What follows belongs to an exercise in optimizing a design on an open flow for small area; a production flow would make more cautious choices. In this exercise RTL edits were held to simulation tests only and were not proved equivalent to the original. Power is estimated from default activity; no workload was simulated.

==> design/flow/design.v <==
module top_mac_bfusion (clk, rst, accu_rst, a, w, config_aw, z);
	input               clk, rst, accu_rst;
	input        [31:0] a;
	input        [31:0] w;
	input         [2:0] config_aw;
	output reg   [19:0] z;
	wire [15:0] p;
	bf_prod prod (.a(a), .w(w), .cfg(config_aw), .p(p));
	reg [15:0] m1, m2;
	reg        rst_d, clr;
	wire        m011   = ~config_aw[2] & config_aw[0];
	wire [19:0] addend = {{4{m2[15]}}, m2[15:12], m011 ? m2[13:2] : m2[11:0]};
	wire [20:0] cy;
	wire [19:0] sum;
	assign cy[0] = 1'b0;
	genvar i;
	generate for (i = 0; i < 20; i = i + 1) begin : acc
		assign sum[i]  = z[i] ^ addend[i] ^ cy[i];
		assign cy[i+1] = (z[i] & addend[i]) | (cy[i] & (z[i] ^ addend[i]));
	end endgenerate
	always @(posedge clk) begin
		m1    <= p;
		m2    <= m1;
		rst_d <= rst;
		clr   <= rst | accu_rst | rst_d;
		z     <= clr ? 20'd0 : sum;
	end
endmodule
module bf_prod (input [31:0] a, input [31:0] w, input [2:0] cfg, output [15:0] p);
	wire m000 = ~cfg[1];
	wire m010 = (cfg[1] & ~cfg[2] & ~cfg[0]);
	wire m011 = (~cfg[2] & cfg[0]);
	wire m110 = (cfg[2] & ~cfg[0]);
	wire m111 = (cfg[2] & cfg[0]);
	wire as0 = (((~cfg[0] | ~cfg[2]) & a[12]) | (m111 & a[24]));
	wire ws1 = ((m010 & w[12]) | (m111 & w[6]));
	wire pp2 = as0 & ws1;
	wire as3 = (((~cfg[0] | cfg[2]) & a[0]));
	wire ws4 = w[0];
	wire pp5 = as3 & ws4;
	wire as6 = ((~cfg[2] & a[4]) | (m110 & a[8]) | (m111 & a[16]));
	wire ws7 = (((m010 | m110 | m111) & w[4]));
	wire pp8 = as6 & ws7;
	wire as9 = a[8];
	wire ws10 = ((m010 & w[8]) | (m111 & w[2]));
	wire pp11 = as9 & ws10;
	wire ws12 = (((m010 | m110 | m111) & w[5]));
	wire pp13 = (as6 & ws12) ^ m111;
	wire as14 = (((~cfg[0] | cfg[2]) & a[1]));
	wire pp15 = as14 & ws4;
	wire as16 = a[9];
	wire pp17 = as16 & ws10;
	wire ws18 = ((m010 & w[13]) | (m111 & w[7]));
	wire pp19 = (as0 & ws18) ^ m111;
	wire ws20 = w[1];
	wire pp21 = (as3 & ws20) ^ m111;
	wire as22 = ((~cfg[2] & a[5]) | (m110 & a[9]) | (m111 & a[17]));
	wire pp23 = as22 & ws7;
	wire as24 = (((~cfg[0] | ~cfg[2]) & a[13]) | (m111 & a[25]));
	wire pp25 = as24 & ws1;
	wire ws26 = ((m010 & w[9]) | (m111 & w[3]));
	wire pp27 = (as9 & ws26) ^ m111;
	wire as28 = ((m010 & a[5]) | (m011 & a[30]) | (cfg[2] & a[9]));
	wire ws29 = ((~cfg[0] & w[5]) | (m011 & w[30]) | (m111 & w[3]));
	wire pp30 = (as28 & ws29) ^ m111;
	wire as31 = a[8];
	wire ws32 = ((m011 & w[8]) | (m110 & w[6]));
	wire pp33 = as31 & ws32;
	wire as34 = (((~cfg[0] | cfg[2]) & a[12]) | (m011 & a[14]));
	wire ws35 = (((cfg[1] & ~cfg[2]) & w[14]));
	wire pp36 = as34 & ws35;
	wire as37 = (((~cfg[0] & ~cfg[2]) & a[6]) | (m011 & a[4]) | (m110 & a[10]) | (m111 & a[25]));
	wire ws38 = (((m010 | m011 | m110) & w[4]) | (m111 & w[7]));
	wire pp39 = (as37 & ws38) ^ m111;
	wire as40 = (((~cfg[0] | cfg[2]) & a[2]) | (m011 & a[0]));
	wire ws41 = w[0];
	wire pp42 = as40 & ws41;
	wire as43 = (((~cfg[0] | cfg[2]) & a[10]) | (m011 & a[16]));
	wire ws44 = ((m010 & w[8]) | (m011 & w[16]));
	wire pp45 = as43 & ws44;
	wire as46 = ((cfg[0] & a[26]));
	wire ws47 = (((~cfg[0] | ~cfg[2]) & w[26]) | (m111 & w[6]));
	wire pp48 = as46 & ws47;
	wire as49 = ((m010 & a[4]) | (m011 & a[6]));
	wire ws50 = w[6];
	wire pp51 = as49 & ws50;
	wire as52 = (((~cfg[0] | cfg[2]) & a[8]) | (m011 & a[10]));
	wire ws53 = (((cfg[1] & ~cfg[2]) & w[10]));
	wire pp54 = as52 & ws53;
	wire as55 = ((m011 & a[2]));
	wire ws56 = w[2];
	wire pp57 = as55 & ws56;
	wire as58 = ((m010 & a[13]) | (m011 & a[24]) | (m111 & a[17]));
	wire ws59 = ((~cfg[0] & w[13]) | (m011 & w[24]) | (m111 & w[5]));
	wire pp60 = (as58 & ws59) ^ m111;
	wire as61 = (((~cfg[0] | cfg[2]) & a[14]) | (m011 & a[12]));
	wire ws62 = (((cfg[1] & ~cfg[2]) & w[12]));
	wire pp63 = as61 & ws62;
	wire as64 = (((~cfg[0] | cfg[2]) & a[1]) | (m011 & a[28]));
	wire ws65 = (((~cfg[0] | cfg[2]) & w[1]) | (m011 & w[28]));
	wire pp66 = (as64 & ws65) ^ m111;
	wire as67 = ((~cfg[0] & a[0]) | (m011 & a[20]) | (m111 & a[10]));
	wire ws68 = (((~cfg[0] | cfg[2]) & w[2]) | (m011 & w[20]));
	wire pp69 = as67 & ws68;
	wire as70 = ((cfg[0] & a[18]));
	wire ws71 = (((~cfg[0] | ~cfg[2]) & w[18]) | (m111 & w[4]));
	wire pp72 = as70 & ws71;
	wire as73 = (((~cfg[0] | cfg[2]) & a[9]) | (m011 & a[22]));
	wire ws74 = ((m010 & w[9]) | (m011 & w[22]));
	wire pp75 = as73 & ws74;
	wire ws76 = (((cfg[1] & ~cfg[2]) & w[11]));
	wire pp77 = ~(as52 & ws76);
	wire as78 = ((m011 & a[21]));
	wire ws79 = w[20];
	wire pp80 = (as78 & ws79) | (m010 | m110 | m111);
	wire as81 = a[12];
	wire ws82 = ((m011 & w[13]));
	wire pp83 = ~(as81 & ws82);
	wire as84 = ((m010 & a[14]) | (m011 & a[25]));
	wire ws85 = (((~cfg[0] | cfg[2]) & w[13]) | (m011 & w[24]));
	wire pp86 = as84 & ws85;
	wire as87 = ((m010 & a[5]) | (m011 & a[7]));
	wire pp88 = as87 & ws50;
	wire ws89 = (((~cfg[0] | ~cfg[2]) & w[19]) | (m111 & w[5]));
	wire pp90 = ~(as70 & ws89);
	wire as91 = a[9];
	wire pp92 = as91 & ws32;
	wire as93 = (((~cfg[0] | cfg[2]) & a[10]) | (m011 & a[23]));
	wire pp94 = as93 & ws74;
	wire ws95 = (((~cfg[0] | cfg[2]) & w[3]) | (m011 & w[21]));
	wire pp96 = (as67 & ws95) ^ cfg[1];
	wire as97 = ((m011 & a[28]));
	wire ws98 = w[29];
	wire pp99 = ~(as97 & ws98);
	wire as100 = ((m011 & a[19]));
	wire ws101 = w[18];
	wire pp102 = as100 & ws101;
	wire ws103 = w[7];
	wire pp104 = ~(as49 & ws103);
	wire as105 = (((~cfg[0] | cfg[2]) & a[3]) | (m011 & a[1]));
	wire pp106 = as105 & ws41;
	wire as107 = (((~cfg[0] | cfg[2]) & a[13]) | (m011 & a[15]));
	wire pp108 = as107 & ws35;
	wire as109 = ((m010 & a[7]) | (m011 & a[5]) | (m110 & a[11]) | (m111 & a[19]));
	wire ws110 = w[4];
	wire pp111 = as109 & ws110;
	wire as112 = a[24];
	wire ws113 = ((m011 & w[25]));
	wire pp114 = ~(as112 & ws113);
	wire ws115 = w[1];
	wire pp116 = (as40 & ws115) ^ cfg[0];
	wire as117 = a[16];
	wire ws118 = ((m011 & w[17]));
	wire pp119 = ~(as117 & ws118);
	wire ws120 = (((cfg[1] & ~cfg[2]) & w[15]));
	wire pp121 = ~(as34 & ws120);
	wire as122 = (((~cfg[0] | cfg[2]) & a[11]) | (m011 & a[17]));
	wire pp123 = as122 & ws44;
	wire as124 = ((m011 & a[22]));
	wire ws125 = w[23];
	wire pp126 = ~(as124 & ws125);
	wire as127 = ((cfg[0] & a[27]));
	wire pp128 = as127 & ws47;
	wire as129 = ((m011 & a[30]));
	wire ws130 = w[31];
	wire pp131 = ~(as129 & ws130);
	wire as132 = ((~cfg[0] & a[1]) | (m011 & a[29]) | (m111 & a[11]));
	wire ws133 = (((~cfg[0] | cfg[2]) & w[2]) | (m011 & w[28]));
	wire pp134 = as132 & ws133;
	wire as135 = (((~cfg[0] | cfg[2]) & a[15]) | (m011 & a[13]));
	wire pp136 = as135 & ws62;
	wire as137 = ((m011 & a[4]));
	wire ws138 = w[5];
	wire pp139 = ~(as137 & ws138);
	wire ws140 = w[3];
	wire pp141 = ~(as55 & ws140);
	wire ws142 = (((~cfg[0] | ~cfg[2]) & w[27]) | (m111 & w[7]));
	wire pp143 = ~(as46 & ws142);
	wire as144 = (((~cfg[0] | cfg[2]) & a[9]) | (m011 & a[11]));
	wire pp145 = as144 & ws53;
	wire as146 = ((m011 & a[31]));
	wire ws147 = w[30];
	wire pp148 = as146 & ws147;
	wire ws149 = ((m011 & w[9]) | (m110 & w[7]));
	wire pp150 = ~(as31 & ws149);
	wire as151 = ((m010 & a[6]) | (m011 & a[3]) | (m110 & a[10]));
	wire ws152 = (((~cfg[0] | cfg[2]) & w[5]) | (m011 & w[2]));
	wire pp153 = as151 & ws152;
	wire ws154 = w[21];
	wire pp155 = ~(as78 & ws154);
	wire pp156 = (~(as127 & ws142)) & ~m000;
	wire pp157 = (~(as91 & ws149)) & ~m000;
	wire ws158 = w[5];
	wire pp159 = (as109 & ws158) ^ cfg[0];
	wire as160 = ((m000 & a[0]) | (m010 & a[11]) | (m011 & a[23]) | (m110 & a[12]) | (m111 & a[20]));
	wire ws161 = (((~cfg[1] | cfg[2]) & w[4]) | (m010 & w[9]) | (m011 & w[23]));
	wire pp162 = (as160 & ws161) ^ m011;
	wire pp163 = (~(as87 & ws103)) & ~m000;
	wire ws164 = w[19];
	wire pp165 = (~(as100 & ws164)) & ~m000;
	wire ws166 = (((~cfg[0] | cfg[2]) & w[3]) | (m011 & w[29]));
	wire pp167 = (as132 & ws166) ^ cfg[1];
	wire as168 = (((~cfg[1] | cfg[2]) & a[4]) | (m010 & a[10]) | (m011 & a[17]));
	wire ws169 = (((~cfg[1] | cfg[2]) & w[0]) | (m010 & w[10]) | (m011 & w[17]));
	wire pp170 = (as168 & ws169) ^ m011;
	wire ws171 = (((~cfg[0] | cfg[2]) & w[14]) | (m011 & w[25]));
	wire pp172 = (as84 & ws171) ^ m011;
	wire ws173 = (((~cfg[0] | cfg[2]) & w[6]) | (m011 & w[3]));
	wire pp174 = (as151 & ws173) ^ m011;
	wire as175 = ((m010 & a[15]) | (m011 & a[13]) | (m111 & a[28]));
	wire ws176 = (((~cfg[0] | ~cfg[2]) & w[13]) | (m111 & w[6]));
	wire pp177 = (as175 & ws176) ^ m011;
	wire pp178 = (~(as107 & ws120)) & ~m000;
	wire as179 = ((~cfg[0] & a[2]) | (m011 & a[31]) | (m111 & a[12]));
	wire ws180 = (((~cfg[0] | cfg[2]) & w[2]) | (m011 & w[31]));
	wire pp181 = (as179 & ws180) ^ m011;
	wire pp182 = (~(as144 & ws76)) & ~m000;
	wire pp183 = (as105 & ws115) ^ cfg[0];
	wire as184 = (((~cfg[1] | cfg[2]) & a[4]) | (m010 & a[14]));
	wire ws185 = (((m000 | m011 | m110 | m111) & w[1]) | (m010 & w[15]));
	wire pp186 = (as184 & ws185) ^ (m010 | m111);
	wire as187 = ((~cfg[0] & a[3]) | (m111 & a[13]));
	wire ws188 = w[2];
	wire pp189 = as187 & ws188;
	wire as190 = (((m000 | m011) & a[1]) | (m010 & a[11]) | (m110 & a[13]) | (m111 & a[21]));
	wire ws191 = (((~cfg[1] | cfg[2]) & w[4]) | (m010 & w[10]));
	wire pp192 = as190 & ws191;
	wire as193 = ((~cfg[2] & a[7]) | (m110 & a[11]) | (m111 & a[29]));
	wire ws194 = (((m010 | m110 | m111) & w[6]));
	wire pp195 = as193 & ws194;
	wire as196 = ((~cfg[0] & a[2]) | (m111 & a[12]));
	wire ws197 = w[3];
	wire pp198 = (as196 & ws197) ^ (m010 | m110 | m111);
	wire as199 = (((m000 | m011) & a[0]) | (m010 & a[10]) | (m110 & a[12]) | (m111 & a[20]));
	wire ws200 = (((~cfg[1] | cfg[2]) & w[5]) | (m010 & w[11]));
	wire pp201 = (as199 & ws200) ^ (m010 | m111);
	wire as202 = ((~cfg[2] & a[6]) | (m110 & a[10]) | (m111 & a[28]));
	wire ws203 = (((m010 | m110 | m111) & w[7]));
	wire pp204 = (~(as202 & ws203)) & ~(m000 | m011);
	wire as205 = (((~cfg[1] | cfg[2]) & a[5]) | (m010 & a[15]));
	wire ws206 = (((m000 | m011 | m110 | m111) & w[0]) | (m010 & w[14]));
	wire pp207 = as205 & ws206;
	wire pp208 = (as190 & ws200) ^ (m010 | m111);
	wire pp209 = (as187 & ws197) ^ (m010 | m110 | m111);
	wire as210 = (((~cfg[0] | ~cfg[2]) & a[4]) | (m111 & a[14]));
	wire ws211 = (((~cfg[1] | cfg[2]) & w[2]));
	wire pp212 = as210 & ws211;
	wire as213 = ((m000 & a[0]) | (m110 & a[12]) | (m111 & a[30]));
	wire ws214 = w[6];
	wire pp215 = as213 & ws214;
	wire pp216 = (as205 & ws185) ^ (m010 | m111);
	wire pp217 = (~(as193 & ws203)) & ~(m000 | m011);
	wire as218 = ((m000 & a[2]) | (m110 & a[14]) | (m111 & a[22]));
	wire ws219 = w[4];
	wire pp220 = as218 & ws219;
	wire as221 = a[6];
	wire ws222 = (((~cfg[1] | cfg[2]) & w[0]));
	wire pp223 = as221 & ws222;
	wire as224 = ((m000 & a[1]) | (m110 & a[13]) | (m111 & a[31]));
	wire pp225 = as224 & ws214;
	wire ws226 = (((~cfg[1] | cfg[2]) & w[1]));
	wire pp227 = (as221 & ws226) ^ m111;
	wire as228 = a[7];
	wire pp229 = as228 & ws222;
	wire ws230 = (((~cfg[1] | cfg[2]) & w[3]));
	wire pp231 = (as210 & ws230) ^ cfg[2];
	wire as232 = ((m000 & a[3]) | (m110 & a[15]) | (m111 & a[23]));
	wire pp233 = as232 & ws219;
	wire as234 = (((~cfg[0] | ~cfg[2]) & a[5]) | (m111 & a[15]));
	wire pp235 = as234 & ws211;
	wire ws236 = w[7];
	wire pp237 = ~(as213 & ws236);
	wire ws238 = w[5];
	wire pp239 = (as218 & ws238) ^ m111;
	wire pp240 = (as228 & ws226) ^ m111;
	wire as241 = ((m000 & a[2]) | (m110 & a[14]));
	wire ws242 = w[6];
	wire pp243 = (as241 & ws242) | m111;
	wire pp244 = (~(as224 & ws236)) & ~m011;
	wire as245 = a[4];
	wire ws246 = ((m000 & w[4]));
	wire pp247 = (as245 & ws246) | m110;
	wire as248 = (((m000 | m110) & a[6]));
	wire ws249 = w[2];
	wire pp250 = as248 & ws249;
	wire pp251 = (as232 & ws238) ^ m111;
	wire pp252 = (as234 & ws230) ^ cfg[2];
	wire as253 = a[5];
	wire pp254 = (as253 & ws246) | m110;
	wire ws255 = ((m000 & w[5]));
	wire pp256 = as245 & ws255;
	wire ws257 = w[3];
	wire pp258 = (as248 & ws257) ^ m110;
	wire ws259 = w[7];
	wire pp260 = (~(as241 & ws259)) & ~m010;
	wire as261 = (((m000 | m110) & a[7]));
	wire pp262 = as261 & ws249;
	wire as263 = ((m000 & a[3]) | (m110 & a[15]));
	wire pp264 = as263 & ws242;
	wire pp265 = ~(as263 & ws259);
	wire pp266 = (as261 & ws257) ^ m110;
	wire pp267 = (as253 & ws255) | m110;
	wire as268 = a[6];
	wire pp269 = as268 & ws246;
	wire ws270 = ((m000 & w[6]));
	wire pp271 = as245 & ws270;
	wire as272 = a[7];
	wire pp273 = as272 & ws246;
	wire pp274 = as253 & ws270;
	wire ws275 = ((m000 & w[7]));
	wire pp276 = (~(as245 & ws275)) & ~m111;
	wire pp277 = as268 & ws255;
	wire pp278 = as268 & ws270;
	wire pp279 = as272 & ws255;
	wire pp280 = (~(as253 & ws275)) & ~m110;
	wire pp281 = as272 & ws270;
	wire pp282 = ~(as268 & ws275);
	wire pp283 = ~(as272 & ws275);
	wire k284 = cfg[2];
	wire s285 = pp2 ^ pp5 ^ pp8;
	wire c286 = (pp2 & pp5) | (pp8 & (pp2 ^ pp5));
	wire s287 = pp11 ^ s285;
	wire c288 = pp11 & s285;
	wire s289 = pp13 ^ pp15 ^ pp17;
	wire c290 = (pp13 & pp15) | (pp17 & (pp13 ^ pp15));
	wire s291 = pp19 ^ pp21 ^ pp23;
	wire c292 = (pp19 & pp21) | (pp23 & (pp19 ^ pp21));
	wire s293 = pp25 ^ pp27 ^ c286;
	wire c294 = (pp25 & pp27) | (c286 & (pp25 ^ pp27));
	wire s295 = s289 ^ s291 ^ c288;
	wire c296 = (s289 & s291) | (c288 & (s289 ^ s291));
	wire s297 = s293 ^ s295;
	wire c298 = s293 & s295;
	wire s299 = pp30 ^ pp33 ^ pp36;
	wire c300 = (pp30 & pp33) | (pp36 & (pp30 ^ pp33));
	wire s301 = pp39 ^ pp42 ^ pp45;
	wire c302 = (pp39 & pp42) | (pp45 & (pp39 ^ pp42));
	wire s303 = pp48 ^ pp51 ^ pp54;
	wire c304 = (pp48 & pp51) | (pp54 & (pp48 ^ pp51));
	wire s305 = pp57 ^ pp60 ^ pp63;
	wire c306 = (pp57 & pp60) | (pp63 & (pp57 ^ pp60));
	wire s307 = pp66 ^ pp69 ^ pp72;
	wire c308 = (pp66 & pp69) | (pp72 & (pp66 ^ pp69));
	wire s309 = pp75 ^ c290 ^ c292;
	wire c310 = (pp75 & c290) | (c292 & (pp75 ^ c290));
	wire s311 = s299 ^ s301 ^ s303;
	wire c312 = (s299 & s301) | (s303 & (s299 ^ s301));
	wire s313 = s305 ^ s307 ^ c294;
	wire c314 = (s305 & s307) | (c294 & (s305 ^ s307));
	wire s315 = s309 ^ s311 ^ c296;
	wire c316 = (s309 & s311) | (c296 & (s309 ^ s311));
	wire s317 = s313 ^ c298 ^ s315;
	wire c318 = (s313 & c298) | (s315 & (s313 ^ c298));
	wire s319 = pp77 ^ pp80 ^ pp83;
	wire c320 = (pp77 & pp80) | (pp83 & (pp77 ^ pp80));
	wire s321 = pp86 ^ pp88 ^ pp90;
	wire c322 = (pp86 & pp88) | (pp90 & (pp86 ^ pp88));
	wire s323 = pp92 ^ pp94 ^ pp96;
	wire c324 = (pp92 & pp94) | (pp96 & (pp92 ^ pp94));
	wire s325 = pp99 ^ pp102 ^ pp104;
	wire c326 = (pp99 & pp102) | (pp104 & (pp99 ^ pp102));
	wire s327 = pp106 ^ pp108 ^ pp111;
	wire c328 = (pp106 & pp108) | (pp111 & (pp106 ^ pp108));
	wire s329 = pp114 ^ pp116 ^ pp119;
	wire c330 = (pp114 & pp116) | (pp119 & (pp114 ^ pp116));
	wire s331 = pp121 ^ pp123 ^ pp126;
	wire c332 = (pp121 & pp123) | (pp126 & (pp121 ^ pp123));
	wire s333 = pp128 ^ pp131 ^ pp134;
	wire c334 = (pp128 & pp131) | (pp134 & (pp128 ^ pp131));
	wire s335 = pp136 ^ pp139 ^ pp141;
	wire c336 = (pp136 & pp139) | (pp141 & (pp136 ^ pp139));
	wire s337 = pp143 ^ pp145 ^ pp148;
	wire c338 = (pp143 & pp145) | (pp148 & (pp143 ^ pp145));
	wire s339 = pp150 ^ pp153 ^ c300;
	wire c340 = (pp150 & pp153) | (c300 & (pp150 ^ pp153));
	wire s341 = c302 ^ c304 ^ c306;
	wire c342 = (c302 & c304) | (c306 & (c302 ^ c304));
	wire s343 = c308 ^ s319 ^ s321;
	wire c344 = (c308 & s319) | (s321 & (c308 ^ s319));
	wire s345 = s323 ^ s325 ^ s327;
	wire c346 = (s323 & s325) | (s327 & (s323 ^ s325));
	wire s347 = s329 ^ s331 ^ s333;
	wire c348 = (s329 & s331) | (s333 & (s329 ^ s331));
	wire s349 = s335 ^ s337 ^ s339;
	wire c350 = (s335 & s337) | (s339 & (s335 ^ s337));
	wire s351 = c310 ^ c312 ^ s341;
	wire c352 = (c310 & c312) | (s341 & (c310 ^ c312));
	wire s353 = s343 ^ s345 ^ s347;
	wire c354 = (s343 & s345) | (s347 & (s343 ^ s345));
	wire s355 = c314 ^ s349 ^ c316;
	wire c356 = (c314 & s349) | (c316 & (c314 ^ s349));
	wire s357 = s351 ^ s353 ^ s355;
	wire c358 = (s351 & s353) | (s355 & (s351 ^ s353));
	wire s359 = c318 ^ s357;
	wire c360 = c318 & s357;
	wire s361 = pp155 ^ pp156 ^ pp157;
	wire c362 = (pp155 & pp156) | (pp157 & (pp155 ^ pp156));
	wire s363 = pp159 ^ pp162 ^ pp163;
	wire c364 = (pp159 & pp162) | (pp163 & (pp159 ^ pp162));
	wire s365 = pp165 ^ pp167 ^ pp170;
	wire c366 = (pp165 & pp167) | (pp170 & (pp165 ^ pp167));
	wire s367 = pp172 ^ pp174 ^ pp177;
	wire c368 = (pp172 & pp174) | (pp177 & (pp172 ^ pp174));
	wire s369 = pp178 ^ pp181 ^ pp182;
	wire c370 = (pp178 & pp181) | (pp182 & (pp178 ^ pp181));
	wire s371 = pp183 ^ c320 ^ c322;
	wire c372 = (pp183 & c320) | (c322 & (pp183 ^ c320));
	wire s373 = c324 ^ c326 ^ c328;
	wire c374 = (c324 & c326) | (c328 & (c324 ^ c326));
	wire s375 = c330 ^ c332 ^ c334;
	wire c376 = (c330 & c332) | (c334 & (c330 ^ c332));
	wire s377 = c336 ^ c338 ^ s361;
	wire c378 = (c336 & c338) | (s361 & (c336 ^ c338));
	wire s379 = s363 ^ s365 ^ s367;
	wire c380 = (s363 & s365) | (s367 & (s363 ^ s365));
	wire s381 = s369 ^ c340 ^ c342;
	wire c382 = (s369 & c340) | (c342 & (s369 ^ c340));
	wire s383 = c344 ^ c346 ^ c348;
	wire c384 = (c344 & c346) | (c348 & (c344 ^ c346));
	wire s385 = s371 ^ s373 ^ s375;
	wire c386 = (s371 & s373) | (s375 & (s371 ^ s373));
	wire s387 = s377 ^ s379 ^ c350;
	wire c388 = (s377 & s379) | (c350 & (s377 ^ s379));
	wire s389 = s381 ^ c352 ^ c354;
	wire c390 = (s381 & c352) | (c354 & (s381 ^ c352));
	wire s391 = s383 ^ s385 ^ s387;
	wire c392 = (s383 & s385) | (s387 & (s383 ^ s385));
	wire s393 = c356 ^ s389 ^ s391;
	wire c394 = (c356 & s389) | (s391 & (c356 ^ s389));
	wire s395 = c358 ^ s393 ^ c360;
	wire c396 = (c358 & s393) | (c360 & (c358 ^ s393));
	wire s397 = pp186 ^ pp189 ^ pp192;
	wire c398 = (pp186 & pp189) | (pp192 & (pp186 ^ pp189));
	wire s399 = pp195 ^ pp198 ^ pp201;
	wire c400 = (pp195 & pp198) | (pp201 & (pp195 ^ pp198));
	wire s401 = pp204 ^ pp207 ^ c362;
	wire c402 = (pp204 & pp207) | (c362 & (pp204 ^ pp207));
	wire s403 = c364 ^ c366 ^ c368;
	wire c404 = (c364 & c366) | (c368 & (c364 ^ c366));
	wire s405 = c370 ^ s397 ^ s399;
	wire c406 = (c370 & s397) | (s399 & (c370 ^ s397));
	wire s407 = s401 ^ c372 ^ c374;
	wire c408 = (s401 & c372) | (c374 & (s401 ^ c372));
	wire s409 = c376 ^ c378 ^ c380;
	wire c410 = (c376 & c378) | (c380 & (c376 ^ c378));
	wire s411 = s403 ^ s405 ^ c382;
	wire c412 = (s403 & s405) | (c382 & (s403 ^ s405));
	wire s413 = c384 ^ c386 ^ s407;
	wire c414 = (c384 & c386) | (s407 & (c384 ^ c386));
	wire s415 = s409 ^ c388 ^ s411;
	wire c416 = (s409 & c388) | (s411 & (s409 ^ c388));
	wire s417 = c390 ^ s413 ^ c392;
	wire c418 = (c390 & s413) | (c392 & (c390 ^ s413));
	wire s419 = s415 ^ c394 ^ s417;
	wire c420 = (s415 & c394) | (s417 & (s415 ^ c394));
	wire s421 = c396 ^ s419;
	wire c422 = c396 & s419;
	wire s423 = k284 ^ pp208 ^ pp209;
	wire c424 = (k284 & pp208) | (pp209 & (k284 ^ pp208));
	wire s425 = pp212 ^ pp215 ^ pp216;
	wire c426 = (pp212 & pp215) | (pp216 & (pp212 ^ pp215));
	wire s427 = pp217 ^ pp220 ^ pp223;
	wire c428 = (pp217 & pp220) | (pp223 & (pp217 ^ pp220));
	wire s429 = c398 ^ c400 ^ s423;
	wire c430 = (c398 & c400) | (s423 & (c398 ^ c400));
	wire s431 = s425 ^ s427 ^ c402;
	wire c432 = (s425 & s427) | (c402 & (s425 ^ s427));
	wire s433 = c404 ^ c406 ^ s429;
	wire c434 = (c404 & c406) | (s429 & (c404 ^ c406));
	wire s435 = s431 ^ c408 ^ c410;
	wire c436 = (s431 & c408) | (c410 & (s431 ^ c408));
	wire s437 = s433 ^ c412 ^ c414;
	wire c438 = (s433 & c412) | (c414 & (s433 ^ c412));
	wire s439 = s435 ^ c416 ^ s437;
	wire c440 = (s435 & c416) | (s437 & (s435 ^ c416));
	wire s441 = c418 ^ s439 ^ c420;
	wire c442 = (c418 & s439) | (c420 & (c418 ^ s439));
	wire s443 = c422 ^ s441;
	wire c444 = c422 & s441;
	wire s445 = pp225 ^ pp227 ^ pp229;
	wire c446 = (pp225 & pp227) | (pp229 & (pp225 ^ pp227));
	wire s447 = pp231 ^ pp233 ^ pp235;
	wire c448 = (pp231 & pp233) | (pp235 & (pp231 ^ pp233));
	wire s449 = pp237 ^ pp239 ^ c424;
	wire c450 = (pp237 & pp239) | (c424 & (pp237 ^ pp239));
	wire s451 = c426 ^ c428 ^ s445;
	wire c452 = (c426 & c428) | (s445 & (c426 ^ c428));
	wire s453 = s447 ^ s449 ^ c430;
	wire c454 = (s447 & s449) | (c430 & (s447 ^ s449));
	wire s455 = s451 ^ c432 ^ s453;
	wire c456 = (s451 & c432) | (s453 & (s451 ^ c432));
	wire s457 = c434 ^ s455 ^ c436;
	wire c458 = (c434 & s455) | (c436 & (c434 ^ s455));
	wire s459 = c438 ^ s457 ^ c440;
	wire c460 = (c438 & s457) | (c440 & (c438 ^ s457));
	wire s461 = s459 ^ c442 ^ c444;
	wire c462 = (s459 & c442) | (c444 & (s459 ^ c442));
	wire s463 = pp240 ^ pp243 ^ pp244;
	wire c464 = (pp240 & pp243) | (pp244 & (pp240 ^ pp243));
	wire s465 = pp247 ^ pp250 ^ pp251;
	wire c466 = (pp247 & pp250) | (pp251 & (pp247 ^ pp250));
	wire s467 = pp252 ^ c446 ^ c448;
	wire c468 = (pp252 & c446) | (c448 & (pp252 ^ c446));
	wire s469 = s463 ^ s465 ^ c450;
	wire c470 = (s463 & s465) | (c450 & (s463 ^ s465));
	wire s471 = c452 ^ s467 ^ s469;
	wire c472 = (c452 & s467) | (s469 & (c452 ^ s467));
	wire s473 = c454 ^ s471 ^ c456;
	wire c474 = (c454 & s471) | (c456 & (c454 ^ s471));
	wire s475 = s473 ^ c458 ^ c460;
	wire c476 = (s473 & c458) | (c460 & (s473 ^ c458));
	wire s477 = s475 ^ c462;
	wire c478 = s475 & c462;
	wire s479 = pp254 ^ pp256 ^ pp258;
	wire c480 = (pp254 & pp256) | (pp258 & (pp254 ^ pp256));
	wire s481 = pp260 ^ pp262 ^ pp264;
	wire c482 = (pp260 & pp262) | (pp264 & (pp260 ^ pp262));
	wire s483 = c464 ^ c466 ^ s479;
	wire c484 = (c464 & c466) | (s479 & (c464 ^ c466));
	wire s485 = s481 ^ c468 ^ s483;
	wire c486 = (s481 & c468) | (s483 & (s481 ^ c468));
	wire s487 = c470 ^ s485 ^ c472;
	wire c488 = (c470 & s485) | (c472 & (c470 ^ s485));
	wire s489 = s487 ^ c474 ^ c476;
	wire c490 = (s487 & c474) | (c476 & (s487 ^ c474));
	wire s491 = s489 ^ c478;
	wire c492 = s489 & c478;
	wire s493 = pp265 ^ pp266 ^ pp267;
	wire c494 = (pp265 & pp266) | (pp267 & (pp265 ^ pp266));
	wire s495 = pp269 ^ pp271 ^ c480;
	wire c496 = (pp269 & pp271) | (c480 & (pp269 ^ pp271));
	wire s497 = c482 ^ s493 ^ s495;
	wire c498 = (c482 & s493) | (s495 & (c482 ^ s493));
	wire s499 = c484 ^ s497 ^ c486;
	wire c500 = (c484 & s497) | (c486 & (c484 ^ s497));
	wire s501 = s499 ^ c488 ^ c490;
	wire c502 = (s499 & c488) | (c490 & (s499 ^ c488));
	wire s503 = s501 ^ c492;
	wire c504 = s501 & c492;
	wire s505 = pp273 ^ pp274 ^ pp276;
	wire c506 = (pp273 & pp274) | (pp276 & (pp273 ^ pp274));
	wire s507 = pp277 ^ c494 ^ s505;
	wire c508 = (pp277 & c494) | (s505 & (pp277 ^ c494));
	wire s509 = c496 ^ s507 ^ c498;
	wire c510 = (c496 & s507) | (c498 & (c496 ^ s507));
	wire s511 = s509 ^ c500 ^ c502;
	wire c512 = (s509 & c500) | (c502 & (s509 ^ c500));
	wire s513 = c504 ^ s511;
	wire c514 = c504 & s511;
	wire s515 = pp278 ^ pp279 ^ pp280;
	wire c516 = (pp278 & pp279) | (pp280 & (pp278 ^ pp279));
	wire s517 = c506 ^ s515 ^ c508;
	wire c518 = (c506 & s515) | (c508 & (c506 ^ s515));
	wire s519 = s517 ^ c510 ^ c512;
	wire c520 = (s517 & c510) | (c512 & (s517 ^ c510));
	wire s521 = c514 ^ s519;
	wire c522 = c514 & s519;
	wire s523 = pp281 ^ pp282 ^ c516;
	wire c524 = (pp281 & pp282) | (c516 & (pp281 ^ pp282));
	wire s525 = s523 ^ c518 ^ c520;
	wire c526 = (s523 & c518) | (c520 & (s523 ^ c518));
	wire s527 = c522 ^ s525;
	wire c528 = c522 & s525;
	wire s529 = pp283 ^ c524 ^ c526;
	wire c530 = (pp283 & c524) | (c526 & (pp283 ^ c524));
	wire s531 = c528 ^ s529;
	wire c532 = c528 & s529;
	wire s533 = 1'b1 ^ c530 ^ c532;
	wire c534 = (1'b1 & c530) | (c532 & (1'b1 ^ c530));
	wire [15:0] s = {s533, s531, s527, s521, s513, s503, s491, s477, s461, s443, s421, s395, s359, s317, s297, s287};
	assign p = s[15:0];
endmodule
==> design/flow/flow/run.sh <==
#!/bin/bash
# Standard ORFS layout with three changes, none of which touches the registers:
#  1. after the standard synthesis the full adders are re-polarised to drop
#     inverters between them (fixpol.py);
#  2. the remaining plain logic is mapped again by ABC for area (reabc.py);
#  3. ports are buffered with the smallest buffer, and the clock tree is
#     built without dummy loads.
set -euo pipefail
W=$PWD
R=$W/orfs/results/${FLOW_PLATFORM}/top_mac_bfusion/base
LIB=$FLOW_HOME/platforms/${FLOW_PLATFORM}/lib/sky130_fd_sc_hd__tt_025C_1v80.lib
YOSYS=$FLOW_HOME/../tools/install/yosys/bin/yosys
[ -x "$YOSYS" ] || YOSYS=yosys
export BUFFER_PORTS_ARGS="-buffer_cell sky130_fd_sc_hd__buf_1"
export CTS_ARGS="-sink_clustering_enable -repair_clock_nets -buf_list sky130_fd_sc_hd__clkbuf_8 -dont_use_dummy_load"
bash standard.sh "$R/1_2_yosys.v" > synth.log 2>&1
cp "$R/1_2_yosys.v" "$W/1_2_yosys.std.v"
python3 flow/fixpol.py "$R/1_2_yosys.v" --free-logic > fixpol.log 2>&1
mkdir -p "$W/reabc"
python3 flow/reabc.py "$LIB" "$R/1_2_yosys.v" "$W/reabc/mid.v" > reabc_py.log 2>&1
printf 'strash\n&get -n\n&st\n&dch -f\n&nf -R 1000\n&put\ntopo\n' > "$W/reabc/area.script"
cat > "$W/reabc/r.ys" <<EOT
read_liberty -lib $LIB
read_verilog $W/reabc/mid.v
hierarchy -top $FLOW_TOP
proc; opt -fast; techmap; opt -fast
abc -liberty $LIB -script $W/reabc/area.script -dont_use *probe* -dont_use *lpflow* -dont_use *clkdly* -dont_use *dlygate* -dont_use *dlymetal*
opt_clean -purge
hilomap -singleton -hicell sky130_fd_sc_hd__conb_1 HI -locell sky130_fd_sc_hd__conb_1 LO
setundef -zero
splitnets
opt_clean -purge
write_verilog -noattr -noexpr -nohex -nodec $W/reabc/out.v
EOT
"$YOSYS" -l reabc_yosys.log -q "$W/reabc/r.ys" > /dev/null 2>&1
cp "$W/reabc/out.v" "$R/1_2_yosys.v"
python3 flow/fixpol.py "$R/1_2_yosys.v" > fixpol2.log 2>&1
bash standard.sh > layout.log 2>&1
==> design/flow/flow/fixpol.py <==
"""Re-polarise full adders in a mapped sky130 netlist to remove inverters.

A full adder is self-dual: FA(~a,~b,~c) = (~sum, ~cout). For each fa cell we
choose whether it works on the complements of its signals, so that as few
inverters as possible are needed between cells. The logic function of every
net that leaves the adders (flip-flop inputs, ports, other gates) is kept.
usage: fixpol.py netlist.v  (rewrites the file in place)
"""
import re, sys, random

path = sys.argv[1]
FREE = '--free-logic' in sys.argv[2:]
src = open(path).read()
inst_re = re.compile(r'^(\s*)(sky130_fd_sc_hd__\w+)\s+(\S+)\s*\((.*?)\);\n', re.S | re.M)
pin_re = re.compile(r'\.(\w+)\(\s*([^()]*?)\s*\)')
OUTS = {'X', 'Y', 'SUM', 'COUT', 'Q', 'Q_N', 'HI', 'LO'}

cells = []
for m in inst_re.finditer(src):
    pins = [(p, n.strip()) for p, n in pin_re.findall(m.group(4))]
    cells.append(dict(span=m.span(), ind=m.group(1), type=m.group(2), name=m.group(3), pins=pins))

drv = {}
for i, c in enumerate(cells):
    for p, n in c['pins']:
        if p in OUTS and n: drv[n] = (i, p)

def is_inv(c):
    return re.match(r'sky130_fd_sc_hd__(inv|clkinv)_\d+$', c['type']) is not None
def is_fa(c):
    return re.match(r'sky130_fd_sc_hd__fa_\d+$', c['type']) is not None

def is_logic(c):
    return not re.match(r'sky130_fd_sc_hd__(fa|ha|df|sdf|edf|dl|conb|inv|clkinv)', c['type'])

def pin(c, p):
    for q, n in c['pins']:
        if q == p: return n
    return None

# literal of a net: (base net, polarity) following inverters
def lit(n):
    pol = 0
    seen = 0
    while n in drv and is_inv(cells[drv[n][0]]) and seen < 50:
        n = pin(cells[drv[n][0]], 'A'); pol ^= 1; seen += 1
    return (n, pol)

fas = [i for i, c in enumerate(cells) if is_fa(c)]
fa_out = {}  # base net -> fa index (nets driven by fa outputs)
for i in fas:
    for p in ('SUM', 'COUT'):
        n = pin(cells[i], p)
        if n: fa_out[n] = i

# consumers: list of (kind, cellidx or None, pin, wanted literal)
# kind 'fa' -> wanted polarity toggles with flip of that fa; else fixed.
cons = []
port_outs = set()
for i, c in enumerate(cells):
    if is_inv(c): continue
    for p, n in c['pins']:
        if p in OUTS or not n: continue
        if n.startswith("1'b") or re.match(r"^\d+'", n): 
            continue
        kind = 'fa' if is_fa(c) else ('free' if FREE and is_logic(c) else 'fix')
        cons.append((kind, i, p, lit(n)))
# inverter outputs that feed ports/other non-cell sinks: keep inverters whose output
# is a module output port net (not consumed by cells). Find port names.
hdr = src[:cells[0]['span'][0]] if cells else src
outports = set()
for m in re.finditer(r'^\s*output\s+(\[(\d+):(\d+)\]\s*)?(\S+);', hdr, re.M):
    if m.group(1):
        for k in range(int(m.group(3)), int(m.group(2)) + 1): outports.add(f'{m.group(4)}[{k}]')
    else: outports.add(m.group(4))
for i, c in enumerate(cells):
    if is_inv(c):
        y = pin(c, 'Y')
        if y in outports: cons.append(('fix', None, None, lit(y)))
for n in outports:
    if n in drv and not is_inv(cells[drv[n][0]]):
        pass

flip = {i: 0 for i in fas}

def prod_pol(base):
    i = fa_out.get(base)
    return flip[i] if i is not None else 0

def need_set():
    s = set()
    for kind, i, p, (b, q) in cons:
        if kind == 'fa': q ^= flip[i]
        if b in fa_out or True:
            if q != prod_pol(b): s.add((b, q))
    return s

def cost():
    return len(need_set())

# local search
by_base = {}
for k, (kind, i, p, (b, q)) in enumerate(cons):
    by_base.setdefault(b, []).append(k)
def inv_needed_for(b):
    if FREE and b in drv and is_logic(cells[drv[b][0]]): return 0
    pp = prod_pol(b)
    qs = set()
    for k in by_base.get(b, []):
        kind, i, p, (bb, q) = cons[k]
        if kind == 'free': continue
        if kind == 'fa': q ^= flip[i]
        qs.add(q)
    return 1 if (pp ^ 1) in qs else 0
def touched(i):
    c = cells[i]
    bs = set()
    for p in ('SUM', 'COUT'):
        n = pin(c, p)
        if n: bs.add(n)
    for p in ('A', 'B', 'CIN'):
        bs.add(lit(pin(c, p))[0])
    return bs
T = {i: touched(i) for i in fas}
start = cost()
rnd = random.Random(1)
import math
cur = sum(inv_needed_for(b) for b in by_base)
best = cur; bestflip = dict(flip)
N = max(1, len(fas))
iters = 4000 * N
for it in range(iters):
    T0 = 2.0 * (0.02/2.0) ** (it/iters)
    i = fas[rnd.randrange(N)]
    before = sum(inv_needed_for(b) for b in T[i])
    flip[i] ^= 1
    d = sum(inv_needed_for(b) for b in T[i]) - before
    if d <= 0 or rnd.random() < math.exp(-d/T0):
        cur += d
        if cur < best: best = cur; bestflip = dict(flip)
    else:
        flip[i] ^= 1
flip.update(bestflip)
end = cost()

# rewrite
names = set(re.findall(r'^\s*wire\s+(?:\[[^\]]*\]\s*)?(\S+);', src, re.M))
cnt = [0]
def newnet():
    while True:
        cnt[0] += 1
        n = f'_pol{cnt[0]}_'
        if n not in names: names.add(n); return n
phys = {}     # base -> physical net carrying produced polarity
for i in fas:
    if flip[i]:
        for p in ('SUM', 'COUT'):
            n = pin(cells[i], p)
            if n: phys[n] = newnet()
lits = {}     # (base, pol) -> net carrying that literal
new_invs = []
def get(b, q):
    if (b, q) in lits: return lits[(b, q)]
    pp = prod_pol(b)
    pn = phys.get(b, b)
    if q == pp: lits[(b, q)] = pn; return pn
    # need an inverter from pn
    if pp == 1 and q == 0: out = b            # restore original net name
    else: out = newnet()
    new_invs.append((pn, out))
    lits[(b, q)] = out
    return out

edits = {}
for idx, c in enumerate(cells):
    if is_inv(c): continue
    newpins = []
    for p, n in c['pins']:
        if p in OUTS:
            if is_fa(c) and flip[idx] and n: n = phys[n]
            newpins.append((p, n)); continue
        if not n or n.startswith("1'b") or re.match(r"^\d+'", n):
            newpins.append((p, n)); continue
        b, q = lit(n)
        if is_fa(c): q ^= flip[idx]
        newpins.append((p, get(b, q)))
    edits[idx] = newpins
for n in outports:
    if n in drv and is_inv(cells[drv[n][0]]):
        b, q = lit(n)
        got = get(b, q)
        if got != n: new_invs.append((got, n)); 
# make sure flipped fa outputs that are original nets with consumers wanting pol 0 exist
for b in phys:
    pass

def fmt(n):
    return n + ' ' if n.startswith('\\') else n
out = []
pos = 0
first = cells[0]['span'][0]
decl = ''.join(f'  wire {n};\n' for n in sorted(names - set(re.findall(r'^\s*wire\s+(?:\[[^\]]*\]\s*)?(\S+);', src, re.M))))
out.append(src[:first]); out.append(decl)
pos = first
k = 0
for idx, c in enumerate(cells):
    s, e = c['span']
    out.append(src[pos:s]); pos = e
    if is_inv(c): continue
    body = ',\n'.join(f'    .{p}({fmt(n)})' for p, n in edits[idx])
    out.append(f"{c['ind']}{c['type']} {c['name']} (\n{body}\n  );\n")
for a, y in new_invs:
    k += 1
    out.append(f'  sky130_fd_sc_hd__inv_1 _polinv{k}_ (\n    .A({fmt(a)}),\n    .Y({fmt(y)})\n  );\n')
out.append(src[pos:])
open(path, 'w').write(''.join(out))
ninv_old = sum(1 for c in cells if is_inv(c))
print(f'fixpol: {len(fas)} full adders, {sum(flip.values())} flipped; inverters {ninv_old} -> {len(new_invs)} (needed literals {start} -> {end})')
==> design/flow/flow/reabc.py <==
"""Turn every plain logic cell of a mapped sky130 netlist back into a Boolean
assign (from the liberty functions), keeping flip-flops, full and half adders
and tie cells as instances, so ABC can map that logic again.
usage: reabc.py lib in.v out.v"""
import re, sys
lib, src, dst = sys.argv[1:4]
L = open(lib).read()
func = {}
parts = re.split(r'\n\s*cell\s*\(\s*"?(sky130_fd_sc_hd__\w+)"?\s*\)', L)
for i in range(1, len(parts), 2):
    body = parts[i + 1]
    outs = {}
    for m in re.finditer(r'pin\s*\(\s*"?(\w+)"?\s*\)\s*\{', body):
        seg = body[m.end():m.end() + 4000]
        d = re.search(r'direction\s*:\s*"?(\w+)"?', seg)
        f = re.search(r'function\s*:\s*"([^"]*)"', seg.split('pin (')[0] if 'pin (' in seg else seg)
        if d and d.group(1) == 'output' and f:
            outs[m.group(1)] = f.group(1)
    func[parts[i]] = outs
KEEP = re.compile(r'sky130_fd_sc_hd__(fa|ha|df|conb|sdf|edf|dl)')
def conv(f, pins):
    f = f.replace('!', '~').replace('+', '|').replace('*', '&')
    toks = re.findall(r"[A-Za-z_][A-Za-z0-9_]*|[~&|^()]|'", f)
    out = []
    prev = None
    for t in toks:
        operand_start = re.match(r'[A-Za-z_]', t) or t in ('(', '~')
        if prev is not None and operand_start and (re.match(r'[A-Za-z_]', prev) or prev == ')' or prev == "'"):
            out.append('&')
        if t == "'":
            # postfix complement: wrap previous operand
            out[-1] = '~' + out[-1]; prev = "'"; continue
        out.append(f'({pins[t]})' if re.match(r'[A-Za-z_]', t) else t)
        prev = t
    return ' '.join(out)
v = open(src).read()
inst_re = re.compile(r'^(\s*)(sky130_fd_sc_hd__\w+)\s+(\S+)\s*\((.*?)\);\n', re.S | re.M)
pin_re = re.compile(r'\.(\w+)\(\s*([^()]*?)\s*\)')
def fmt(n): return n + ' ' if n.startswith('\\') else n
def repl(m):
    t = m.group(2)
    if KEEP.match(t) or t not in func or not func[t]:
        return m.group(0)
    pins = {p: fmt(n.strip()) for p, n in pin_re.findall(m.group(4))}
    s = ''
    for o, f in func[t].items():
        if o in pins and pins[o].strip():
            s += f'  assign {pins[o]} = {conv(f, pins)};\n'
    return s
open(dst, 'w').write(inst_re.sub(repl, v))
==> design/flow/standard.sh <==
#!/bin/bash
# synth_recipe.tcl (not shown) runs the flow's synth.tcl, then flattens the netlist and writes it again
# the make line also repeats each setting of config.mk as NAME=value (left out here)
make -C /OpenROAD-flow-scripts/flow DESIGN_CONFIG=/design/flow/config.mk WORK_HOME=/design/flow/orfs CLKGATE_MAP_FILE= SYNTH_SCRIPT=/design/flow/synth_recipe.tcl "${@:-finish}"
==> design/flow/config.mk <==
export PLATFORM = sky130hd
export DESIGN_NAME = top_mac_bfusion
export DESIGN_NICKNAME = top_mac_bfusion
export VERILOG_FILES = /design/flow/design.v
export SDC_FILE = /design/flow/constraint.sdc
export NUM_CORES = 4
export LEC_CHECK = 0
export CAP_MARGIN = 5
export CORE_MARGIN = 2
export CORE_UTILIZATION = 60
export CTS_BUF_LIST = sky130_fd_sc_hd__clkbuf_8
export GPL_ROUTABILITY_DRIVEN = 0
export GPL_TIMING_DRIVEN = 0
export SLEW_MARGIN = 5
==> design/flow/constraint.sdc <==
create_clock -name core_clock -period 10.0 [get_ports {clk}]
set_input_delay 2.0000 -clock core_clock [delete_from_list [all_inputs] [get_ports {clk}]]
set_output_delay 2.0000 -clock core_clock [all_outputs]
set_load 0.01 [all_outputs]
==> metrics.csv, run 1 <==
stage;metric;value;unit
clock_tree;cts_root_buffer;clkbuf_8;
yosys;avgSynthCellArea;9.991;um2
global_route;grt.overflow.total;0;
job;drv_cap;0;
pwr;power;1.614;mW
route;routed_wl;17810;um
sta;fmax;102.5;MHz
yosys;syn_nets;812;
clock_tree;cts_tree;yes;
route;vias;5407;
route;ant_nets;0;
global_route;first_global_vias;5428;
setup_path;cp-startpoint;config_aw[2];
setup_path;path_class;input port to register;
finish;final_common_cell;fa_1;
run_status;outcome;finished clean;
pwr;p_leak;2.758;nW
global_route;met3_usage;0.08584;
global_route;gr-usage-met2;0.5136;
global_route;grt-busiest-layer;met2;
clock_tree;cts_made_buffers;5;
die;die_area;0.01079;mm2
setup_path;crit_arrival;9.91;ns
finish;n_antenna_cell;0;
die;ios;90;
sta;period_share;0.9755;
pwr;p_per_area;239.6;mW/mm2
sta;slew_viol_final;0;
finish;design_area;0.006735;mm2
setup_path;r2r_slack;2.14;ns
setup_path;cp-start-kind;input port;
die;core;0.009729;mm2
yosys;syn_area;0.005984;mm2
finish;n_fill_cell;833;
route;dr.first_iter.drc_count;684;
min_path;min-delay-start;m1[6];
setup_path;endpoint_kind;register;
global_route;met1_usage;0.4674;
global_route;grt_first_pass_wirelength;28370;um
place;dpl-instance-area;0.006518;mm2
setup_path;reg2reg_from;m2[2];
place;dpl.hpwl;13780;um
global_route;antenna_found_initial;0;
finish;nets;918;
yosys;yosys_warnings;1;
setup_path;required;10.16;ns
setup_path;path_common_cell;fa_1;
route;viasPerCell;6.468;
setup_path;cp_max_fo;35;
place;io_buffers;89;
die;die_w;103.9;um
sta;setup_tns;0;ns
die;row_count;36;
sta;relSlewSlack;0.3194;
sta;period_minus_slack;9.755;ns
pwr;vdd_drop_max;0.0002646;V
setup_path;crit_path_top_delay_cell;fa_1;
finish;final_util;0.6923;
clock_tree;htree_levels;2;
min_path;min_path_type;register to register;
route;avgRoutedWirePerCell;21.30;um
global_route;grt_max_degree;44;
clock_tree;cts_num_sinks;54;
finish;final_cell_mix;fa_1, nand2_1, buf_1, dfxtp_1, a21oi_1;
sta;hold_viol;0;
sta;max_slew.worst_pin.slew;1.021;ns
die;die_h;103.9;um
finish;drive_gt1_frac;0.04267;
route;drtPass1Iterations;6;
sta;finClkSkew;0.02543;ns
clock_tree;path_clk_slew;0.08;ns
clock_tree;clk_path_buf_depth;2;
yosys;synthCells;599;
die;start_util;0.6151;
route;drc;0;
sta;setup_viol;0;
finish;area_growth;12.54;%
setup_path;slowest_delay;0.40;ns
global_route;grtUsageTotal;0.3434;
sta;grt_setup_unrepaired;false;
clock_tree;clk-insertion-delay-late;0.31;ns
-- through the flow --
stage / worst slack, ns / hold slack, ns / cells
finish: 0.2453 / 0.3267 / 836
global placement: -2.125 / 0.3123 / 821
global route: 0.02660 / 0.3373 / 836
detailed placement: -1.127 / 0.3161 / 822
floorplan: 0.02760 / 0.3096 / 599
CTS: 0.003945 / 0.3291 / 834
-- critical path: cells and delay by family --
| kind | cells | cell delay [ns] |
|---|---|---|
| fa+ha+maj | 19 | 7.05 |
| simple gates | 4 | 0.34 |
| buf+inv | 2 | 0.33 |
| xor+xnor | 1 | 0.16 |
-- registers in the layout, summed over array words and instances, names as in the netlist --
| name | count |
|---|---|
| m1 | 16 |
| z | 20 |
| rst_d | 1 |
| clr | 1 |
| m2 | 16 |
-- worst paths after layout --
kind | end | cells past startpoint
hold reg to reg | m2[6] | 0
setup reg to reg | z[19] | 23
hold / removal | m2[6] | 0
setup / recovery | z[19] | 26
-- power by group --
part	switching [mW]	internal, mW	total (mW)
clock	0.0605	0.0453	0.106
sequential	0.0393	0.330	0.369
combinational	0.596	0.542	1.14
-- final cells by class --
type	count	area (um2)	share of cell area
clock buffers	5	68.82	0.01022
inverters	9	41.29	0.006130
multi-input cells	537	4935	0.7327
flip-flops and latches	54	1081	0.1605
well taps	133	166.4	0.02471
repair buffers	98	442.9	0.06576
-- repair_timing --
item,CTS,global route
resized for setup,12,11
pin swaps,0,2
setup buffers,7,1
setup endpoints to repair,6,4
gates cloned,0,1
hold buffers,0,0
-- metal layers --
layer / up-vias / wire (um)
li1: 2279 / -
met1: 2606 / 6332
met2: 423 / 8033
met3: 99 / 2349
met4: 0 / 1095
met5: - / 0
==> inputs of run 2 (changes only) <==
--- a/design/flow/design.v
+++ b/design/flow/design.v
@@ -8,8 +8,8 @@
 	bf_prod prod (.a(a), .w(w), .cfg(config_aw), .p(p));
 	reg [15:0] m1, m2;
 	reg        rst_d, clr;
-	wire        m011   = ~config_aw[2] & config_aw[0];
-	wire [19:0] addend = {{4{m2[15]}}, m2[15:12], m011 ? m2[13:2] : m2[11:0]};
+	reg         m011_q;
+	wire [19:0] addend = {{4{m2[15]}}, m2[15:12], m011_q ? m2[13:2] : m2[11:0]};
 	wire [20:0] cy;
 	wire [19:0] sum;
 	assign cy[0] = 1'b0;
@@ -21,6 +21,7 @@
 	always @(posedge clk) begin
 		m1    <= p;
 		m2    <= m1;
+		m011_q <= ~config_aw[2] & config_aw[0];
 		rst_d <= rst;
 		clr   <= rst | accu_rst | rst_d;
 		z     <= clr ? 20'd0 : sum;
==> metrics.csv, run 2 <==
stage;metric;value;unit;change
run_status;outcome;finished clean;;
setup_path;reg2reg_from;m011_q;;
yosys;avgSynthCellArea;10.51;um2;+5.2%
yosys;syn_area;0.006098;mm2;+1.9%
route;drtPass1Iterations;7;;+1
die;die_area;0.01099;mm2;+1.8%
pwr;pwr-share-comb;0.707;;about the same
pwr;p_int;0.9421;mW;+2.7%
job;drv_cap;0;;unchanged
die;start_util;0.6210;;+0.005952
pwr;pwr-share-seq;0.228;;about the same
clock_tree;clk-insertion-delay-late;0.30;ns;about the same
clock_tree;cts_tree;yes;;
sta;hold_viol;0;;unchanged
clock_tree;cts_made_buffers;5;;unchanged
clock_tree;cts_num_sinks;55;;+1.9%
setup_path;cp-startpoint;config_aw[1];;
pwr;vdd_drop_max;0.0002720;V;+2.8%
die;core;0.009819;mm2;+0.93%
place;io_buffers;89;;unchanged
sta;finClkSkew;0.01772;ns;-0.007703 ns
finish;area_growth;11.98;%;
pwr;pwr-share-clk;0.065;;about the same
global_route;antenna_found_initial;1;;+1
global_route;grtUsageTotal;0.3405;;-0.002900
route;routed_wl;17990;um;+0.99%
finish;final_cell_mix;fa_1, buf_1, nand2_1, dfxtp_1, a21oi_1;;
yosys;synthCells;580;;-3.2%
die;die_w;104.8;um;+0.91%
route;ant_nets;0;;unchanged
clock_tree;htree_levels;2;;unchanged
setup_path;required;10.21;ns;+0.05 ns
route;dr.first_iter.drc_count;955;;+40%
sta;slew_viol_final;0;;unchanged
finish;final_util;0.6955;;+0.003206
die;row_count;36;;unchanged
setup_path;crit_arrival;9.98;ns;+0.07 ns
yosys;syn_nets;793;;-2.3%
route;vias;5374;;-0.61%
global_route;first_global_vias;5462;;+0.63%
clock_tree;clk_path_buf_depth;2;;unchanged
min_path;min_path_type;register to register;;
setup_path;worst_setup_path_endpoint;m1[15];;
sta;holdWs;0.3303;ns;+0.003669 ns
setup_path;endpoint_kind;register;;
pwr;power.switching;0.7055;mW;+1.3%
finish;n_antenna_cell;0;;unchanged
pwr;p_per_area;241.3;mW/mm2;+0.71%
setup_path;ff2ff_path_depth;22;;-4.3%
setup_path;r2r_slack;1.42;ns;-0.72 ns
sta;max_slew.worst_pin.slew;1.106;ns;+0.08532 ns
clock_tree;cts.hold.buffers_added;0;;unchanged
setup_path;worstReg2RegEnd;z[19];;
setup_path;cp-start-kind;input port;;
sta;period_share;0.9774;;+0.001899
setup_path;cp_max_fo;25;;-29%
finish;largest_reg_flops;20;;unchanged
global_route;grt.overflow.total;0;;unchanged
global_route;grt_first_pass_wirelength;28660;um;+1.0%
clock_tree;cts_root_buffer;clkbuf_8;;
global_route;grt_max_degree;58;;+32%
finish;nets;900;;-2.0%
sta;fmax;102.3;MHz;-0.19%
route;viasPerCell;6.570;;+1.6%
pwr;switching_share;0.4282;;-0.003331
clock_tree;path_clk_slew;0.10;ns;+0.02 ns
die;die_h;104.8;um;+0.91%
place;dpl.hpwl;14040;um;+1.9%
yosys;yosys_warnings;1;;unchanged
pwr;p_leak;2.771;nW;+0.50%
sta;period_minus_slack;9.774;ns;+0.01899 ns
die;ios;90;;unchanged
finish;reg.largest.list;z (20), m1 (16), m2 (16);;
route;avgRoutedWirePerCell;21.99;um;+3.2%
route;drc;0;;unchanged
finish;drive_gt1_frac;0.03796;;-0.004718
sta;grt_setup_unrepaired;false;;
sta;relSlewSlack;0.2621;;-0.05730
setup_path;path_class;input port to register;;
finish;top_register;z;;
finish;final_common_cell;fa_1;;
sta;setup_viol;0;;unchanged
-- run 2: power by group through the flow --
| stage | registers (mW) | logic, mW | clock network (mW) |
|---|---|---|---|
| global placement | 0.380 | 1.14 | 0 |
| finish | 0.376 | 1.16 | 0.107 |
| floorplan | 0.375 | 0.870 | 0 |
| global route | 0.387 | 1.39 | 0.120 |
| detailed placement | 0.382 | 1.18 | 0 |
| CTS | 0.377 | 1.20 | 0.110 |
-- run 2: timing repair --
item,CTS,global route
pin swaps,1,0
gates resized for setup,10,6
setup endpoints to repair,5,2
cloned,2,0
buffers inserted,4,3
-- run 2: how the worst min path moves through the flow --
stage | startpoint | slack (ns) | cells past startpoint | end
floorplan | m1[0] | 0.31 | 0 | m2[0]
global placement | m1[5] | 0.31 | 0 | m2[5]
detailed placement | m1[12] | 0.31 | 0 | m2[12]
CTS | m1[3] | 0.33 | 0 | m2[3]
global route | m1[8] | 0.33 | 0 | m2[8]
finish | m1[3] | 0.33 | 0 | m2[3]
-- run 2: metal layers --
layer / global-route usage / routed length, um / vias to the layer above
met5: 0 / 40 / -
met4: 0.1543 / 1082 / 2
met3: 0.1285 / 2600 / 102
met2: 0.4995 / 7938 / 427
met1: 0.4518 / 6325 / 2590
li1: - / - / 2253
-- run 2: stage by stage --
step | setup TNS, ns | setup slack (ns) | std cells | instance area [um2] | power [mW]
4_1_cts | 0 | 0.04123 | 815 | 6784 | 1.687
5_1_grt | 0 | 0.03072 | 818 | 6829 | 1.897
3_3_place_gp | -17.37 | -2.995 | 802 | 6599 | 1.524
2_1_floorplan | 0 | 0.1287 | 580 | 6098 | 1.245
3_5_place_dp | -5.892 | -1.647 | 804 | 6641 | 1.567
6_report | 0 | 0.2263 | 818 | 6829 | 1.648
-- run 2: area by class of cell --
class	instances	area [um2]
multi-input combinational	516	5007
sequential	55	1101
tap	133	166.4
inverter	9	37.54
clock buffer	5	68.82
fill	850	2990
timing repair inverter	2	12.51
timing repair buffer	98	435.4
-- run 2: critical path, stage by stage --
cell and delay (ns):
clkdlybuf4s18_2 0.55, inv_1 0.34, nor2_2 0.44, nand2_1 0.17
nor3_1 0.29, fa_1 0.47, fa_1 0.44, fa_1 0.44
fa_1 0.44, fa_1 0.45, fa_1 0.40, fa_1 0.41
fa_1 0.39, fa_1 0.39, fa_1 0.39, fa_1 0.39
fa_1 0.39, fa_1 0.39, fa_1 0.44, ha_1 0.20
xnor2_1 0.12
==> inputs of run 3 (changes only) <==
--- a/design/flow/design.v
+++ b/design/flow/design.v
@@ -8,8 +8,8 @@
 	bf_prod prod (.a(a), .w(w), .cfg(config_aw), .p(p));
 	reg [15:0] m1, m2;
 	reg        rst_d, clr;
-	reg         m011_q;
-	wire [19:0] addend = {{4{m2[15]}}, m2[15:12], m011_q ? m2[13:2] : m2[11:0]};
+	wire        m011   = ~config_aw[2] & config_aw[0];
+	wire [19:0] addend = {{4{m2[15]}}, m2[15:12], m011 ? m2[13:2] : m2[11:0]};
 	wire [20:0] cy;
 	wire [19:0] sum;
 	assign cy[0] = 1'b0;
@@ -21,7 +21,6 @@
 	always @(posedge clk) begin
 		m1    <= p;
 		m2    <= m1;
-		m011_q <= ~config_aw[2] & config_aw[0];
 		rst_d <= rst;
 		clr   <= rst | accu_rst | rst_d;
 		z     <= clr ? 20'd0 : sum;
==> design/flow/run.sh (new file) <==
#!/bin/bash
# synth_recipe.tcl (not shown) runs the flow's synth.tcl, then flattens the netlist and writes it again
# the make line also repeats each setting of config.mk as NAME=value (left out here)
make -C /OpenROAD-flow-scripts/flow DESIGN_CONFIG=/design/flow/config.mk WORK_HOME=/design/flow/orfs CLKGATE_MAP_FILE= SYNTH_SCRIPT=/design/flow/synth_recipe.tcl finish
--- a/design/flow/config.mk
+++ b/design/flow/config.mk
@@ -9,6 +9,5 @@
 export CORE_MARGIN = 2
 export CORE_UTILIZATION = 60
 export CTS_BUF_LIST = sky130_fd_sc_hd__clkbuf_8
-export GPL_ROUTABILITY_DRIVEN = 0
 export GPL_TIMING_DRIVEN = 0
 export SLEW_MARGIN = 5
removed: design/flow/flow/run.sh
removed: design/flow/flow/fixpol.py
removed: design/flow/flow/reabc.py
removed: design/flow/standard.sh
==> metrics.csv, run 3 <==
stage;metric;value;unit;change
route;drc;0;;unchanged
yosys;yosys.area.top_type;fa_1;;
clock_tree;clk_path_buf_depth;2;;unchanged
yosys;syn_nets;909;;+15%
pwr;vdd_drop_max;0.0002379;V;-13%
finish;n_fill_cell;783;;-7.9%
sta;relSlewSlack;0.4850;;+0.2229
clock_tree;cts.hold.buffers_added;0;;unchanged
clock_tree;cts_num_sinks;54;;-1.8%
setup_path;path_class;input port to register;;
route;avgRoutedWirePerCell;25.57;um;+16%
finish;final_common_cell;fa_1;;
sta;period_share;0.9870;;+0.009671
die;die_h;109.3;um;+4.2%
yosys;synth_seq_area_share;0.1626;;
finish;top_register;z;;
yosys;avgSynthCellArea;9.551;um2;-9.2%
finish;nets;999;;+11%
yosys;synth_most_common_cell;fa_1;;
place;gp_congestion;1.057;;
run_status;outcome;finished clean;;
sta;hold_viol;0;;unchanged
die;ios;90;;unchanged
setup_path;endpoint_kind;register;;
pwr;p_per_area;230.2;mW/mm2;-4.6%
setup_path;r2r_slack;3.25;ns;+1.83 ns
yosys;netlist.area_leader.share;0.3915;;
global_route;first_global_vias;6366;;+17%
route;viasPerCell;6.617;;+0.73%
clock_tree;htree_levels;2;;unchanged
sta;setup_tns;0;ns;unchanged
pwr;p_leak;3.233;nW;+17%
sta;fmax;101.3;MHz;-0.98%
die;die_area;0.01194;mm2;+8.7%
setup_path;cp-start-kind;input port;;
global_route;grt.overflow.total;0;;unchanged
sta;period_minus_slack;9.870;ns;+0.09671 ns
die;core;0.01084;mm2;+10%
yosys;yosys_warnings;1;;unchanged
route;routed_wl;23730;um;+32%
sta;max_slew.worst_pin.slew;0.7726;ns;-0.3337 ns
global_route;grt_max_degree;16;;-72%
route;ant_nets;0;;unchanged
sta;holdWs;0.3303;ns;-0.00007300 ns
die;start_util;0.6132;;-0.007823
place;io_buffers;81;;-9.0%
clock_tree;cts_made_buffers;5;;unchanged
setup_path;timing.critical_path.cells;clkdlybuf4s50_1 -> clkbuf_1 -> mux2i_1 -> nor2_2 -> fa_1 -> fa_1 -> fa_1 -> fa_1 -> fa_1 -> fa_1 -> fa_1 -> fa_1 -> fa_1 -> fa_1 -> fa_1 -> fa_1 -> fa_1 -> fa_1 -> inv_1 -> ha_1 -> xor2_1;;
setup_path;crit_path_top_delay_cell;clkdlybuf4s50_1;;
clock_tree;cts_tree;yes;;
die;row_count;38;;+5.6%
setup_path;slowest_delay;0.70;ns;+0.15 ns
finish;reg.largest.list;z (20), m1 (16), m2 (16);;
global_route;grt_first_pass_wirelength;35680;um;+25%
route;vias;6141;;+14%
yosys;synthCells;696;;+20%
yosys;synth-async-reset-ratio;0;;
setup_path;crit_arrival;10.07;ns;+0.09 ns
yosys;yosys_most_used_dff;dfxtp_1;;
die;die_w;109.3;um;+4.2%
yosys;ys_types;61;;
setup_path;required;10.20;ns;about the same
yosys;ys_ff_latch;54;;
yosys;yosys-top-cells-count;fa_1, nand2_1, inv_1;;
place;dpl.hpwl;18510;um;+32%
finish;drive_gt1_frac;0.07624;;+0.03828
sta;finClkSkew;0.005274;ns;-0.01245 ns
sta;setup_viol;0;;unchanged
yosys;syn_area;0.006648;mm2;+9.0%
setup_path;cp_max_fo;10;;-60%
clock_tree;path_clk_slew;0.09;ns;about the same
route;dr.first_iter.drc_count;858;;-10%
min_path;min_path_type;register to register;;
finish;largest_reg_flops;20;;unchanged
clock_tree;cts_root_buffer;clkbuf_8;;
global_route;antenna_found_initial;1;;unchanged
yosys;synth-edff-count;0;;
finish;area_growth;17.24;%;
job;drv_cap;0;;unchanged
yosys;ys_top_cells_by_area;fa_1, dfxtp_1, nand2_1, inv_1, a21oi_1;;
setup_path;path_common_cell;fa_1;;
finish;final_cell_mix;fa_1, clkdlybuf4s50_1, inv_1, nand2_1, dfxtp_1;;
clock_tree;clk-insertion-delay-late;0.31;ns;about the same
sta;slew_viol_final;0;;unchanged
global_route;grtUsageTotal;0.4174;;+0.07687
route;drtPass1Iterations;9;;+2
==> run 3: cell types whose count changed in the layout (fill, tap and decap cells not counted), sizes merged, moves of 7 or more <==
cell | before | now
buf | 97 | 31
inv | 8 | 77
and3 | 11 | 21
clkbuf | 5 | 25
mux2 | 14 | 7
nor2b | 35 | 21
clkdlybuf4s50 | 0 | 80
mux2i | 8 | 22
nand2 | 65 | 78
==> run 3: where the power goes <==
part	leakage (nW)	switching [mW]	internal, mW	total (mW)
Combinational	2.73	0.710	0.591	1.30
Sequential	0.449	0.0422	0.329	0.371
Clock	0.0524	0.0662	0.0549	0.121
Total	3.23	0.819	0.976	1.79
==> run 3: worst max-delay path, delay by kind of cell <==
kind          cells  cell delay (ns)
fa+ha+maj        15             6.13
simple gates      1             0.22
buf+inv           3             1.33
mux               1             0.23
xor+xnor          1             0.16
==> run 3: per-layer routing <==
layer	track usage	routed length, um	share of wire	vias to the layer above
li1	-	-	-	2465
met1	0.5211	8207	0.35	2905
met2	0.6207	10550	0.44	589
met3	0.1686	3280	0.14	182
met4	0.2260	1688	0.071	0
met5	0	0	0	-
==> run 3: kinds of logic (layout without fill, tap and decap cells) <==
kind of cell / Yosys count / in the layout / synth area share
simple gates: 201 / 201 / 0.1489
fa+ha+maj: 143 / 143 / 0.4160
compound gates: 136 / 136 / 0.1357
buf+inv: 125 / 216 / 0.08131
flops: 54 / 54 / 0.1626
mux: 29 / 29 / 0.04498
xor+xnor: 8 / 8 / 0.01054
other cells: 0 / 1 / 0
==> run 3: final timing paths <==
| kind | start | to | depth (start not counted) |
|---|---|---|---|
| setup / recovery | w[5] | m1[15] | 21 |
| hold / removal | m1[8] | m2[8] | 0 |
| setup reg to reg | m2[2] | z[18] | 24 |
| hold reg to reg | m1[8] | m2[8] | 0 |
==> run 3: repair_timing <==
action | 4_1_cts | 5_1_grt
pin swaps | 0 | 0
endpoints found under the setup margin | 2 | 3
buffers inserted | 0 | 2
resized for setup | 3 | 13
==> run 3: per-stage QoR <==
step / setup WS, ns / cells / instance area (um2) / utilization / power [mW]
after floorplan: 0.8664 / 696 / 6648 / - / 1.274
after detailed placement: -0.4440 / 917 / 7634 / 0.7042 / 1.664
after global routing: -0.03817 / 927 / 7791 / 0.7187 / 2.051
after CTS: 0.01541 / 925 / 7740 / 0.7140 / 1.814
after global placement: -0.3002 / 917 / 7634 / 0.7042 / 1.542
final: 0.1296 / 928 / 7794 / 0.7190 / 1.794
==> run 3: area by class of cell <==
cell class / count / area, um2 / area share
multi-input cells: 517 / 5056 / 0.6487
flip-flops and latches: 54 / 1081 / 0.1387
repair buffers: 83 / 828.3 / 0.1063
inverters: 77 / 289.0 / 0.03708
plain buffers: 48 / 270.3 / 0.03468
well taps: 140 / 175.2 / 0.02248
clock buffers: 6 / 82.58 / 0.01060
clock inverters: 2 / 8.758 / 0.001124
diodes: 1 / 2.502 / 0.0003211

separate check: timing with driven ports:
How much do the figures lean on ideal ports? The routed layouts below were timed once more, with nothing changed but the port constraints.
Step 1 assumes that a clkbuf_16 drives the clock port and a buf_2 every other input.
Step 2 times the ports against the registers' clock, not the clock port: input delays grow and output delays shrink by t, the midpoint of the rising clock arrivals with the driver on.
Three values: ideal ports, drivers, drivers and shift; two values: the first two.
run | t, ns | slack for setup (ns)
run 1 | 0.320 | 0.245 / 0.231 / -0.089
run 2 | 0.319 | 0.226 / 0.227 / -0.091
run 3 | 0.331 | 0.130 / 0.120 / -0.210
Met with ideal ports but missed after step 2: setup timing in every run listed.
